Background: an optimization exercise with open tools, aiming at small area, a short achievable clock period and few clock cycles per item. Do not read the settings as production practice. Only simulation tests tie the RTL to the original design; equivalence was not proved. Power and IR drop assume default switching activity.

===== flow/config.mk =====
export PLATFORM = sky130hd
export DESIGN_NAME = JAM
export DESIGN_NICKNAME = JAM
export VERILOG_FILES = /design/flow/design.v
export SDC_FILE = /design/flow/constraint.sdc
export NUM_CORES = 4
export LEC_CHECK = 0
export CAP_MARGIN = 20
export CORE_MARGIN = 2
export CORE_UTILIZATION = 40
export SLEW_MARGIN = 20

===== flow/constraint.sdc =====
create_clock -name core_clock -period 4.0 [get_ports {CLK}]
set_input_delay 0.8000 -clock core_clock [delete_from_list [all_inputs] [get_ports {CLK}]]
set_output_delay 0.8000 -clock core_clock [all_outputs]
set_load 0.01 [all_outputs]

===== flow/design.v =====
module JAM (
    input CLK,
    input RST,
    output reg [2:0] W,
    output reg [2:0] J,
    input [6:0] Cost,
    output reg [3:0] MatchCount,
    output reg [9:0] MinCost,
    output reg Valid );
localparam [2:0] S_SCAN = 3'd0,   
                 S_W1   = 3'd1,   
                 S_DEC  = 3'd2,   
                 S_A0   = 3'd3,   
                 S_AUG  = 3'd4,   
                 S_ADJ  = 3'd5,   
                 S_DFS  = 3'd6,   
                 S_DONE = 3'd7;
localparam [1:0] T_NONE = 2'd0, T_SCAN = 2'd1, T_ADJ = 2'd2;
reg [2:0]  cs;
reg        adj_end;
reg [7:0]  wv   [0:7];    
reg [7:0]  mv   [0:7];    
reg [3:0]  way  [0:7];    
reg [2:0]  p    [0:7];    
reg [7:0]  mt;            
reg [7:0]  used;
reg [2:0]  row;           
reg [3:0]  j0;            
reg [6:0]  dl;            
reg [9:0]  base;          
reg [7:0]  best;
reg [2:0]  j1;
reg [2:0]  jj;            
reg [1:0]  ctag;
reg [6:0]  creg;
reg [9:0]  kw;
reg [7:0]  msel;
reg [2:0]  ccol;
reg [2:0]  crow;
reg        nval;
reg [7:0]  nmv;
reg [2:0]  ncol;
reg [9:0]  rmin;
reg [7:0]  arow;
reg [2:0]  lvl;
reg [7:0]  dused;
reg [7:0]  rem;
reg [2:0]  cst [0:4];
reg [2:0]  pm;
reg        pmv;
integer q;
function [3:0] next_free;
  input [7:0] u;
  input [3:0] from;
  integer n;
  begin
    next_free = 4'd8;
    for (n = 7; n >= 0; n = n - 1)
      if (!u[n] && n >= from) next_free = n;
  end
endfunction
function [2:0] lowest;
  input [7:0] m;
  integer n;
  begin
    lowest = 3'd0;
    for (n = 7; n >= 0; n = n - 1)
      if (m[n]) lowest = n;
  end
endfunction
function [2:0] perm3;
  input [7:0] r5, r6, r7, f;
  reg [7:0] e1, e3, e2;
  reg a1, a2, a3, b1, b2, b3, c1, c2, c3;
  integer n;
  begin
    e1 = f & (~f + 8'd1);
    e3 = 8'd0;
    for (n = 0; n < 8; n = n + 1)
      if (f[n]) e3 = 8'd1 << n;
    e2 = f & ~e1 & ~e3;
    a1 = |(r5 & e1); a2 = |(r5 & e2); a3 = |(r5 & e3);
    b1 = |(r6 & e1); b2 = |(r6 & e2); b3 = |(r6 & e3);
    c1 = |(r7 & e1); c2 = |(r7 & e2); c3 = |(r7 & e3);
    perm3 = {2'b00, a1 & b2 & c3} + {2'b00, a1 & b3 & c2} + {2'b00, a2 & b1 & c3}
          + {2'b00, a2 & b3 & c1} + {2'b00, a3 & b1 & c2} + {2'b00, a3 & b2 & c1};
  end
endfunction
wire [3:0]  nf_scan  = next_free(used, {1'b0, J} + 4'd1);
wire [3:0]  nf_first = next_free(used, 4'd0);
wire [9:0]  xs   = {3'd0, creg} + kw;
wire [7:0]  xsat = (|xs[9:7]) ? 8'hff : {1'b0, xs[6:0]};
wire        xlt  = j0[3] | (xsat < msel);
wire        nlt  = nval & (nmv < best);
wire [7:0]  bestf = nlt ? nmv : best;
wire [2:0]  j1f   = nlt ? ncol : j1;
wire [9:0]  base_a0 = {3'd0, dl} - {2'd0, wv[j0[2:0]]} - {3'd0, Cost};
wire [2:0]  dj      = lowest(rem);
wire [7:0]  dused_d = dused | (8'd1 << dj);
wire [2:0]  cprev   = cst[lvl - 3'd1];
wire [7:0]  dused_b = dused & ~(8'd1 << cprev);
wire [7:0]  gtmask  = 8'hfe << cprev;
always @(posedge CLK or posedge RST) begin
  if (RST) begin
    cs <= S_SCAN;
    W <= 3'd0;
    J <= 3'd0;
    row <= 3'd0;
    j0 <= 4'd8;
    used <= 8'd0;
    mt <= 8'd0;
    dl <= 7'd0;
    base <= 10'd0;
    best <= 8'hff;
    ctag <= T_NONE;
    nval <= 1'b0;
    pmv <= 1'b0;
    adj_end <= 1'b0;
    MinCost <= 10'd0;
    MatchCount <= 4'd0;
    Valid <= 1'b0;
    for (q = 0; q < 8; q = q + 1)
      wv[q] <= 8'd0;
  end else begin
    creg <= Cost;
    kw <= {2'd0, wv[J]} + base;
    msel <= mv[J];
    ccol <= J;
    crow <= W;
    ctag <= T_NONE;
    nval <= 1'b0;
    nmv <= xlt ? xsat : msel;
    ncol <= ccol;
    if (ctag == T_SCAN) begin
      nval <= 1'b1;
      if (xlt) begin
        mv[ccol] <= xsat;
        way[ccol] <= j0;
      end
    end
    if (ctag == T_ADJ) begin
      if (ccol == 3'd0 || xs < rmin) begin
        rmin <= xs;
        arow <= 8'd1 << ccol;
      end else if (xs == rmin)
        arow <= arow | (8'd1 << ccol);
      if (ccol == 3'd7)
        mv[crow] <= (xs < rmin) ? (8'd1 << ccol) :
                    (xs == rmin) ? (arow | (8'd1 << ccol)) : arow;
    end
    if (nlt) begin
      best <= nmv;
      j1 <= ncol;
    end
    pmv <= 1'b0;
    if (pmv) MatchCount <= MatchCount + {1'b0, pm};
    case (cs)
      S_SCAN: begin
        ctag <= T_SCAN;
        if (nf_scan[3]) cs <= S_W1;
        else J <= nf_scan[2:0];
      end
      S_W1: begin
        if (adj_end) begin
          lvl <= 3'd0;
          dused <= 8'd0;
          rem <= mv[0];
          MatchCount <= 4'd0;
          cs <= S_DFS;
        end else
          cs <= S_DEC;
      end
      S_DEC: begin
        best <= 8'hff;
        dl <= bestf[6:0];
        if (mt[j1f]) begin
          used <= used | (8'd1 << j1f);
          j0 <= {1'b0, j1f};
          W <= p[j1f];
          J <= j1f;
          cs <= S_A0;
        end else begin
          mt[j1f] <= 1'b1;
          jj <= j1f;
          cs <= S_AUG;
        end
      end
      S_A0: begin
        base <= base_a0;
        J <= nf_first[2:0];
        cs <= S_SCAN;
      end
      S_AUG: begin
        if (way[jj][3]) begin
          p[jj] <= row;
          MinCost <= MinCost + {3'd0, dl};
          for (q = 0; q < 8; q = q + 1)
            if (used[q]) wv[q] <= wv[q] + {1'b0, dl} - mv[q];
          used <= 8'd0;
          dl <= 7'd0;
          base <= 10'd0;
          j0 <= 4'd8;
          J <= 3'd0;
          if (row == 3'd7) begin
            W <= 3'd0;
            cs <= S_ADJ;
          end else begin
            row <= row + 3'd1;
            W <= row + 3'd1;
            cs <= S_SCAN;
          end
        end else begin
          p[jj] <= p[way[jj][2:0]];
          jj <= way[jj][2:0];
        end
      end
      S_ADJ: begin
        ctag <= T_ADJ;
        J <= J + 3'd1;
        if (J == 3'd7) begin
          W <= W + 3'd1;
          if (W == 3'd7) begin
            adj_end <= 1'b1;
            cs <= S_W1;
          end
        end
      end
      S_DFS: begin
        if (lvl == 3'd5) begin
          pm <= perm3(mv[5], mv[6], mv[7], ~dused);
          pmv <= 1'b1;
        end
        if (lvl != 3'd5 && rem != 8'd0) begin
          cst[lvl] <= dj;
          dused <= dused_d;
          rem <= mv[lvl + 3'd1] & ~dused_d;
          lvl <= lvl + 3'd1;
        end else if (lvl == 3'd0) begin
          Valid <= 1'b1;
          cs <= S_DONE;
        end else begin
          dused <= dused_b;
          rem <= mv[lvl - 3'd1] & ~dused_b & gtmask;
          lvl <= lvl - 3'd1;
        end
      end
      default: ;
    endcase
  end
end
endmodule

===== flow/run.sh =====
#!/bin/bash
# synth_recipe.tcl (not shown) runs the flow's synth.tcl, then flattens the netlist and writes it again
# the make line also repeats each setting of config.mk as NAME=value (left out here)
make -C /OpenROAD-flow-scripts/flow DESIGN_CONFIG=/design/flow/config.mk WORK_HOME=/design/flow/orfs CLKGATE_MAP_FILE= SYNTH_SCRIPT=/design/flow/synth_recipe.tcl finish

==> results of run 1 <==
## per-layer routing
layer | global-route usage | routed length [µm] | share of wire
met4 | 0.1175 | 3990 | 0.045
met1 | 0.3604 | 36570 | 0.41
met5 | 0 | 13 | 0.00015
met2 | 0.4263 | 40410 | 0.46
met3 | 0.05010 | 7736 | 0.087
## sequential cells by signal, indices dropped and copies added, names as in the netlist, 10 cells and up
signal / flops
mv: 64
wv: 64
way: 32
p: 24
cst: 15
MinCost: 10
base: 10
kw: 10
rmin: 10
## layout make-up
cell class	instances	area share
multi-input combinational	1853	0.4681
sequential	364	0.3389
timing repair buffer	234	0.06940
clock buffer	59	0.04207
inverter	297	0.03702
tap	846	0.03503
clock inverter	22	0.009524
## cells by family after synthesis
kind of cell	Yosys count	share of synthesized area
AO/OA/AOI/OAI	801	0.2029
flip-flops	364	0.4048
buffers and inverters	421	0.06363
XOR/XNOR	104	0.03602
multiplexers	131	0.05705
adder cells (fa/ha/maj)	220	0.1281
AND/OR/NAND/NOR	597	0.1075
## synth_stat cells (29+ instances only)
master      n
a22oi_1    32
a221oi_1   39
o22ai_1    42
o21bai_1   34
mux2i_1    80
xnor2_1    54
dfrtp_1   132
nor2_1    140
o21ai_0   211
edfxtp_1  223
fa_1       65
a222oi_1   29
o21ai_1    30
clkbuf_1   99
ha_1      155
nor2b_1    31
inv_1     292
nand2_1   257
a21o_1     36
a21oi_1   193
nand3_1    46
xor2_1     50
mux2_2     45
## how the worst max path moves through the flow
stage,from,end,slack [ps],cells past startpoint
after floorplan,RST,p[6][0]$_DFFE_PP_,-1210,3
after global placement,creg[1]$_DFFE_PN_,mv[5][0]$_DFFE_PN_,-120,16
after detailed placement,creg[1]$_DFFE_PN_,mv[5][7]$_DFFE_PN_,-250,16
after CTS,kw[1]$_DFFE_PN_,mv[2][1]$_DFFE_PN_,-150,19
after global routing,creg[0]$_DFFE_PN_,mv[0][5]$_DFFE_PN_,-350,19
final,kw[1]$_DFFE_PN_,mv[0][5]$_DFFE_PN_,-140,17
## critical path: stages, from the launching register on
cell and delay, ps:
edfxtp_1 390, ha_1 310, a21o_1 190, a211oi_2 240, o21ai_2 90, a211o_1 350
a21oi_4 170, buf_12 150, nand2_1 90, ha_1 190, a211o_1 280, nand3b_1 230
a2111oi_4 360, clkbuf_16 230, buf_4 120, o21ai_4 90, o21ai_0 270, o21ai_1 130
## power by group through the flow
stage | registers, W | clock network [W] | logic [W]
6_report | 0.00629 | 0.00434 | 0.0157
5_1_grt | 0.00637 | 0.00455 | 0.0172
4_1_cts | 0.00625 | 0.00439 | 0.0152
3_5_place_dp | 0.00631 | 0 | 0.0147
3_3_place_gp | 0.00629 | 0 | 0.0143
2_1_floorplan | 0.00581 | 0 | 0.00987
## through the flow
step / instances / area [µm²] / power, W / hold slack [ps] / setup TNS (ps)
3_5_place_dp: 3578 / 28050 / 0.02099 / 452.5 / -14960
5_1_grt: 3675 / 30220 / 0.02810 / 490.7 / -18010
4_1_cts: 3669 / 29820 / 0.02581 / 466.2 / -4196
3_3_place_gp: 3578 / 28050 / 0.02060 / 450.2 / -4756
6_report: 3675 / 30220 / 0.02629 / 463.4 / -3069
2_1_floorplan: 2638 / 25610 / 0.01568 / 424.4 / -173330
## what timing repair did
action,4_1_cts,5_1_grt
pin swaps,20,43
setup endpoints to repair,96,115
buffers inserted,8,7
gates resized for setup,29,91
cloned,2,1
==> impl_metrics.csv, run 1 <==
group,metric,value,unit
status,status,"complete, but fails checks",
status,violations,"setup timing",
pwr,powerDensity,870.1,nW/µm²
worst_setup_path,timing.rr.end,"mv[0][5]$_DFFE_PN_",
pwr,switching_share,0.4482,
clocking,cts.path.max_buffers,3,
cells_and_area,layout_common_cells,"290 x inv_1, 255 x nand2_1, 223 x edfxtp_1",
place,dp_slack,-248.3,ps
pwr,seq_power_share,0.239,
detailed_routing,drt_first_pass_iters,9,
synthesis,ys_ff_latch,364,
pwr,p_int,0.01451,W
worst_setup_path,rr_worst_depth,17,
synthesis,synth_top_area_cell,"edfxtp_1",
floorplan,die_h,255.4,µm
grt,grt_max_degree,125,
floorplan,die_x,255.4,µm
clocking,tritoncts,"built",
timing,setup_ws,-143.2,ps
grt,grtUsageTotal,0.2693,
grt,antenna_found_initial,1,
timing,finalHoldViolCount,0,
worst_setup_path,crit_fanout,7,
pwr,leakagePower,12.77,nW
timing,fin_crit_sh,1.036,
cells_and_area,finish.utilization,0.4816,
worst_setup_path,required,4330,ps
place,port_buffers,29,
floorplan,ios,30,
cells_and_area,drive_above_1_share,0.1686,
detailed_routing,first_iter_violations,2979,
grt,grt_pass1_vias,21810,
floorplan,dieArea,65250,µm²
detailed_routing,drcViolationCount,0,
synthesis,synth_top_cells_by_area,"edfxtp_1 26%, dfrtp_1 13%, ha_1 7.7%",
timing,drv_slew,0,
pwr,switchingPower,0.01178,W
place,dp_hpwl,66380,µm
worst_setup_path,critPathArrivalTime,4470,ps
synthesis,syn_area,25290,µm²
timing,clock.fmax,241.4,MHz
floorplan,core_area,62740,µm²
place,gp_routability_congestion,0.9612,
synthesis,ys_seq_area_frac,0.4048,
hold_path,holdPathEnd,"mt[7]$_DFFE_PP0P_",
worst_setup_path,critPathLaunchType,"register",
synthesis,synth_cell_types,82,
clocking,numCtsBuffers,44,
hold_path,worstHoldStart,"mt[7]$_DFFE_PP0P_",
grt,overflow,0,
clocking,path_clk_slew,60,ps
synthesis,async_reset_ff_frac,0.3874,
synthesis,ys.flop_type,"edfxtp_1",
cells_and_area,area_growth,19.48,%
worst_setup_path,r2r_start,"kw[1]$_DFFE_PN_",
worst_setup_path,path_class,"reg -> reg",
cells_and_area,num-nets-final,3023,
detailed_routing,wl_per_cell,24.14,µm
timing,setup_violations,65,
timing,slew_headroom,0.2928,
detailed_routing,vias,21850,
worst_setup_path,ff2ff_setup_slack,-140,ps
floorplan,start_util,0.4031,
timing,rsz0062_at_grt,"true",
pwr,clkPwrFrac,0.165,
clocking,cts_hold_buf,0,
pwr,power_frac_comb,0.596,
cells_and_area,fillers,5781,
clocking,htreeDepth,2,
flow_run,maxCapViolCount,0,
synthesis,syn_nets,2867,
clocking,clockRootBuffer,"clkbuf_16",
pwr,ir_drop,0.4239,mV
detailed_routing,avgViaCountPerCell,5.946,
worst_setup_path,endpoint_kind,"register",
clocking,clock-sinks,364,
cells_and_area,multi_input_area,14140,µm²
timing,skew,17.44,ps
synthesis,synth-edff-count,223,
cells_and_area,ff_latch_area,10240,µm²
synthesis,netlist_instances,2638,
clocking,clock_latency,600,ps
synthesis,syn_avg_cell_area,9.586,µm²
synthesis,synth_top_area_share,0.2648,
synthesis,yosys_warnings,6,
floorplan,rows,92,
cells_and_area,num_antenna_cells,0,
hold_path,hp-class,"reg -> reg",
detailed_routing,finalWirelength,88720,µm
grt,grt_pass1_wl,135100,µm
cells_and_area,layout_commonest_cell,"inv_1",
timing,worst_pin_slew,1061,ps
detailed_routing,ant_nets,0,
timing,fin_crit,4143,ps
hold_path,min_path_cells,1,
Testbench counts, summed over its fixed seeds: cycles 5,697, tables 18.
==> inputs of run 2 (changes only) <==
--- a/flow/design.v
+++ b/flow/design.v
@@ -8,14 +8,16 @@
     output reg [9:0] MinCost,
     output reg Valid );
-localparam [2:0] S_SCAN = 3'd0,   
-                 S_W1   = 3'd1,   
-                 S_DEC  = 3'd2,   
-                 S_A0   = 3'd3,   
-                 S_AUG  = 3'd4,   
-                 S_ADJ  = 3'd5,   
-                 S_DFS  = 3'd6,   
-                 S_DONE = 3'd7;
+localparam [3:0] S_SCAN = 4'd0,   
+                 S_W1   = 4'd1,   
+                 S_W2   = 4'd8,   
+                 S_DEC  = 4'd2,   
+                 S_A0   = 4'd3,   
+                 S_AUG  = 4'd4,   
+                 S_ADJ  = 4'd5,   
+                 S_DFS  = 4'd6,   
+                 S_DONE = 4'd7;
 localparam [1:0] T_NONE = 2'd0, T_SCAN = 2'd1, T_ADJ = 2'd2;
-reg [2:0]  cs;
+reg [3:0]  cs;
+reg        fix;           
 reg        adj_end;
 reg [7:0]  wv   [0:7];    
@@ -38,4 +40,9 @@
 reg [2:0]  ccol;
 reg [2:0]  crow;
+reg [1:0]  xtag;
+reg [9:0]  xr;
+reg [7:0]  msel2;
+reg [2:0]  xcol;
+reg [2:0]  xrow;
 reg        nval;
 reg [7:0]  nmv;
@@ -87,9 +94,10 @@
   end
 endfunction
-wire [3:0]  nf_scan  = next_free(used, {1'b0, J} + 4'd1);
+wire [3:0]  nf_scan  = next_free(fix ? 8'd0 : used, {1'b0, J} + 4'd1);
 wire [3:0]  nf_first = next_free(used, 4'd0);
+wire [7:0]  wcur = (fix && used[J]) ? wv[J] + {1'b0, dl} - mv[J] : wv[J];
 wire [9:0]  xs   = {3'd0, creg} + kw;
-wire [7:0]  xsat = (|xs[9:7]) ? 8'hff : {1'b0, xs[6:0]};
-wire        xlt  = j0[3] | (xsat < msel);
+wire [7:0]  xsat = (|xr[9:7]) ? 8'hff : {1'b0, xr[6:0]};
+wire        xlt  = j0[3] | (xsat < msel2);
 wire        nlt  = nval & (nmv < best);
 wire [7:0]  bestf = nlt ? nmv : best;
@@ -117,4 +125,6 @@
     pmv <= 1'b0;
     adj_end <= 1'b0;
+    fix <= 1'b0;
+    xtag <= T_NONE;
     MinCost <= 10'd0;
     MatchCount <= 4'd0;
@@ -124,28 +134,34 @@
   end else begin
     creg <= Cost;
-    kw <= {2'd0, wv[J]} + base;
+    kw <= {2'd0, wcur} + base;
+    if (fix && (cs == S_SCAN || cs == S_ADJ)) wv[J] <= wcur;
     msel <= mv[J];
     ccol <= J;
     crow <= W;
     ctag <= T_NONE;
+    xtag <= ctag;
+    xr <= xs;
+    msel2 <= msel;
+    xcol <= ccol;
+    xrow <= crow;
     nval <= 1'b0;
-    nmv <= xlt ? xsat : msel;
-    ncol <= ccol;
-    if (ctag == T_SCAN) begin
+    nmv <= xlt ? xsat : msel2;
+    ncol <= xcol;
+    if (xtag == T_SCAN) begin
       nval <= 1'b1;
       if (xlt) begin
-        mv[ccol] <= xsat;
-        way[ccol] <= j0;
+        mv[xcol] <= xsat;
+        way[xcol] <= j0;
       end
     end
-    if (ctag == T_ADJ) begin
-      if (ccol == 3'd0 || xs < rmin) begin
-        rmin <= xs;
-        arow <= 8'd1 << ccol;
-      end else if (xs == rmin)
-        arow <= arow | (8'd1 << ccol);
-      if (ccol == 3'd7)
-        mv[crow] <= (xs < rmin) ? (8'd1 << ccol) :
-                    (xs == rmin) ? (arow | (8'd1 << ccol)) : arow;
+    if (xtag == T_ADJ) begin
+      if (xcol == 3'd0 || xr < rmin) begin
+        rmin <= xr;
+        arow <= 8'd1 << xcol;
+      end else if (xr == rmin)
+        arow <= arow | (8'd1 << xcol);
+      if (xcol == 3'd7)
+        mv[xrow] <= (xr < rmin) ? (8'd1 << xcol) :
+                    (xr == rmin) ? (arow | (8'd1 << xcol)) : arow;
     end
     if (nlt) begin
@@ -161,5 +177,6 @@
         else J <= nf_scan[2:0];
       end
-      S_W1: begin
+      S_W1: cs <= S_W2;
+      S_W2: begin
         if (adj_end) begin
           lvl <= 3'd0;
@@ -174,6 +191,8 @@
         best <= 8'hff;
         dl <= bestf[6:0];
+        fix <= 1'b0;
+        if (fix) used <= 8'd0;
         if (mt[j1f]) begin
-          used <= used | (8'd1 << j1f);
+          used <= (fix ? 8'd0 : used) | (8'd1 << j1f);
           j0 <= {1'b0, j1f};
           W <= p[j1f];
@@ -195,8 +214,5 @@
           p[jj] <= row;
           MinCost <= MinCost + {3'd0, dl};
-          for (q = 0; q < 8; q = q + 1)
-            if (used[q]) wv[q] <= wv[q] + {1'b0, dl} - mv[q];
-          used <= 8'd0;
-          dl <= 7'd0;
+          fix <= 1'b1;
           base <= 10'd0;
           j0 <= 4'd8;
@@ -220,4 +236,5 @@
         if (J == 3'd7) begin
           W <= W + 3'd1;
+          fix <= 1'b0;
           if (W == 3'd7) begin
             adj_end <= 1'b1;
==> impl_metrics.csv, run 2 <==
group,metric,value,unit
synthesis,synth_common_cells,"269 x nand2_1, 247 x edfxtp_1, 193 x o21ai_0, 143 x nor2_1, 140 x inv_1",
place,gp_routability_congestion,0.9856,
clocking,numCtsBuffers,46,
synthesis,ys_seq_area_frac,0.4825,
worst_setup_path,critPathLaunchType,"register",
timing,setup_violations,16,
detailed_routing,ant_nets,0,
synthesis,synth_cell_types,79,
detailed_routing,first_iter_violations,2063,
grt,overflow,0,
worst_setup_path,timing.rr.end,"kw[9]$_DFFE_PN_",
place,port_buffers,29,
cells_and_area,area_growth,22.61,%
worst_setup_path,rr_worst_depth,24,
synthesis,ys_ff_latch,392,
synthesis,netlist_instances,2248,
floorplan,die_x,243.4,µm
timing,setup_ws,-684.7,ps
detailed_routing,avgViaCountPerCell,5.810,
pwr,powerDensity,870.3,nW/µm²
grt,antenna_found_initial,0,
synthesis,async_reset_ff_frac,0.3699,
hold_path,worstHoldStart,"ctag[1]$_DFF_PP0_",
synthesis,synth_top_area_share,0.3237,
cells_and_area,drive_above_1_share,0.2165,
timing,finalHoldViolCount,0,
timing,skew,23.31,ps
worst_setup_path,path_class,"reg -> reg",
synthesis,syn_nets,2372,
worst_setup_path,r2r_start,"J[1]$_DFFE_PP0P_",
synthesis,synth_top_cells_by_area,"edfxtp_1 32%, dfrtp_1 15%, ha_1 5.4%",
grt,grt_pass1_wl,111000,µm
timing,clock.fmax,213.5,MHz
floorplan,rows,87,
synthesis,ys.flop_type,"edfxtp_1",
cells_and_area,fillers,5098,
hold_path,holdPathEnd,"xtag[1]$_DFF_PP0_",
worst_setup_path,crit_fanout,7,
grt,grtUsageTotal,0.2418,
hold_path,min_path_cells,0,
floorplan,die_h,243.4,µm
synthesis,yosys_warnings,6,
pwr,leakagePower,11.18,nW
clocking,clock_latency,590,ps
clocking,clockRootBuffer,"clkbuf_16",
cells_and_area,largest_registers,"mv x64, wv x64, way x32",
synthesis,syn_avg_cell_area,10.19,µm²
flow_run,maxCapViolCount,0,
clocking,path_clk_slew,60,ps
floorplan,ios,30,
timing,slew_headroom,0.2779,
cells_and_area,num-nets-final,2608,
detailed_routing,wl_per_cell,22.38,µm
synthesis,synth-edff-count,247,
timing,setup_tns,-3420,ps
status,status,"complete, but fails checks",
pwr,power.total,0.02446,W
timing,fin_crit_sh,1.171,
clocking,htreeDepth,2,
grt,grt_pass1_vias,18400,
cells_and_area,layout_commonest_cell,"nand2_1",
timing,fin_crit,4685,ps
timing,worst_pin_slew,1079,ps
detailed_routing,finalWirelength,73390,µm
pwr,ir_drop,0.5368,mV
clocking,cts.path.max_buffers,3,
worst_setup_path,ff2ff_setup_slack,-680,ps
worst_setup_path,endpoint_kind,"register",
hold_path,hp-class,"reg -> reg",
cells_and_area,layout_common_cells,"268 x nand2_1, 260 x buf_4, 247 x edfxtp_1",
synthesis,synth_top_area_cell,"edfxtp_1",
clocking,tritoncts,"built",
detailed_routing,vias,19050,
detailed_routing,drcViolationCount,0,
synthesis,syn_area,22920,µm²
grt,grt_max_degree,120,
floorplan,dieArea,59220,µm²
worst_setup_path,critPathArrivalTime,5010,ps
floorplan,core_area,56500,µm²
clocking,cts_hold_buf,0,
detailed_routing,drt_first_pass_iters,6,
place,dp_hpwl,54030,µm
worst_setup_path,required,4320,ps
floorplan,start_util,0.4056,
status,violations,"setup timing",
timing,rsz0062_at_grt,"true",
synthesis,synth_most_common_cell,"nand2_1",
timing,drv_slew,0,
clocking,clock-sinks,392,
==> run 2: cell count changes after synthesis, moves of 29 or more <==
| cell | previous run | this run |
|---|---|---|
| o22ai_1 | 42 | 12 |
| inv_1 | 292 | 140 |
| xor2_1 | 50 | 14 |
| a21oi_1 | 193 | 123 |
| ha_1 | 155 | 99 |
| fa_1 | 65 | 16 |
| o211ai_1 | 9 | 38 |
==> run 2: logic make-up (layout without fill, tap and decap cells) <==
logic type,Yosys count,count (layout),synth area share
xor+xnor,48,48,0.01834
buf+inv,266,540,0.04477
fa+ha+maj,115,115,0.06803
flops,392,392,0.4825
other cells,0,1,0
mux,158,158,0.07742
compound gates,643,643,0.1848
simple gates,626,626,0.1242
==> run 2: final cells by class <==
class | count | area, µm² | area share
sequential | 392 | 11060 | 0.3937
multi-input combinational | 1590 | 11470 | 0.4081
clock buffer | 60 | 1287 | 0.04582
timing repair buffer | 312 | 2562 | 0.09119
clock inverter | 26 | 232.7 | 0.008282
inverter | 142 | 539.3 | 0.01919
tap | 756 | 945.9 | 0.03366
antenna | 1 | 2.502 | 0.00008906
==> run 2: power by group <==
group	switching [W]	leakage, nW	internal (W)
Sequential	0.000893	4.23	0.00554
Combinational	0.00737	6.21	0.00640
Clock	0.00178	0.736	0.00248
==> run 2: worst max-delay path, stage by stage, from the launching register on <==
cell      delay, ps
dfrtp_2         440
ha_4            200
ha_4            170
nor4_4          310
nand2b_4        120
buf_6           140
buf_6           130
a41oi_4         210
inv_2            60
fa_1            530
inv_1            50
ha_1            310
inv_2            80
nor2_1           50
nor2_1          160
xnor2_1         140
nor2_1           70
a21oi_2         140
inv_2            60
ha_4            240
a21oi_2         210
nor2b_4          60
o21a_1          180
o31a_1          240
xor2_1          140
==> run 2: metrics by stage <==
| step | util | instance area [µm²] | hold slack (ps) | std cells | worst slack, ps |
|---|---|---|---|---|---|
| CTS | 0.4911 | 27740 | 364.2 | 3270 | -608.6 |
| global placement | 0.4549 | 25700 | 331.3 | 3165 | -888.4 |
| floorplan | - | 22960 | 331.2 | 2248 | -1622 |
| global route | 0.4973 | 28100 | 368.5 | 3278 | -935.5 |
| detailed placement | 0.4549 | 25700 | 341.0 | 3165 | -954.5 |
| finish | 0.4974 | 28100 | 356.4 | 3279 | -684.7 |
==> run 2: per-layer routing <==
layer | wire [µm] | global-route usage | part of all wire | vias to the layer above
met3 | 4523 | 0.03393 | 0.062 | 140
li1 | - | - | - | 8811
met2 | 34370 | 0.3979 | 0.47 | 735
met1 | 31910 | 0.3263 | 0.43 | 9366
met5 | 0 | 0 | 0 | -
met4 | 2587 | 0.08535 | 0.035 | 0
==> run 2: worst max-delay path by stage <==
| stage | from | end | slack [ps] | cells after the start |
|---|---|---|---|---|
| after floorplan | RST | p[1][0]$_DFFE_PP_ | -1620 | 3 |
| after global placement | J[0]$_DFFE_PP0P_ | kw[9]$_DFFE_PN_ | -890 | 23 |
| after detailed placement | J[0]$_DFFE_PP0P_ | kw[9]$_DFFE_PN_ | -950 | 23 |
| after CTS | J[0]$_DFFE_PP0P_ | kw[9]$_DFFE_PN_ | -610 | 22 |
| after global routing | J[1]$_DFFE_PP0P_ | kw[9]$_DFFE_PN_ | -940 | 22 |
| final | J[1]$_DFFE_PP0P_ | kw[9]$_DFFE_PN_ | -680 | 24 |
==> run 2: repair_timing <==
item                                    CTS  global route
buffers inserted                         20            11
pin swaps                                43            28
resized for setup                        75            75
endpoints found under the setup margin   36            60
Testbench counts of run 2, summed over its fixed seeds: cycles 6,053, tables 18.

==> re-timing with driven ports <==
No port has a modelled driver above. Below, the same layouts with a new extraction and two added sets of constraints.
Step 1, drivers: a clkbuf_16 drives CLK and a buf_2 each remaining input, both assumed.
Step 2 adds t to the input delays and takes it off the output delays; t is the mean of the earliest and latest rising clock arrival at the registers after step 1. Input paths then give back, and output paths get back, about the clock's delay inside the block.
Slacks: ideal ports / drivers / drivers and shift; pairs: ideal ports / drivers.
run | t (ns) | slack for setup (ns) | clock arrival spread, ns
run 1 | 0.653 | -0.143 / -0.143 / -0.143 | 0.018 / 0.019
run 2 | 0.637 | -0.685 / -0.685 / -0.685 | 0.024 / 0.023
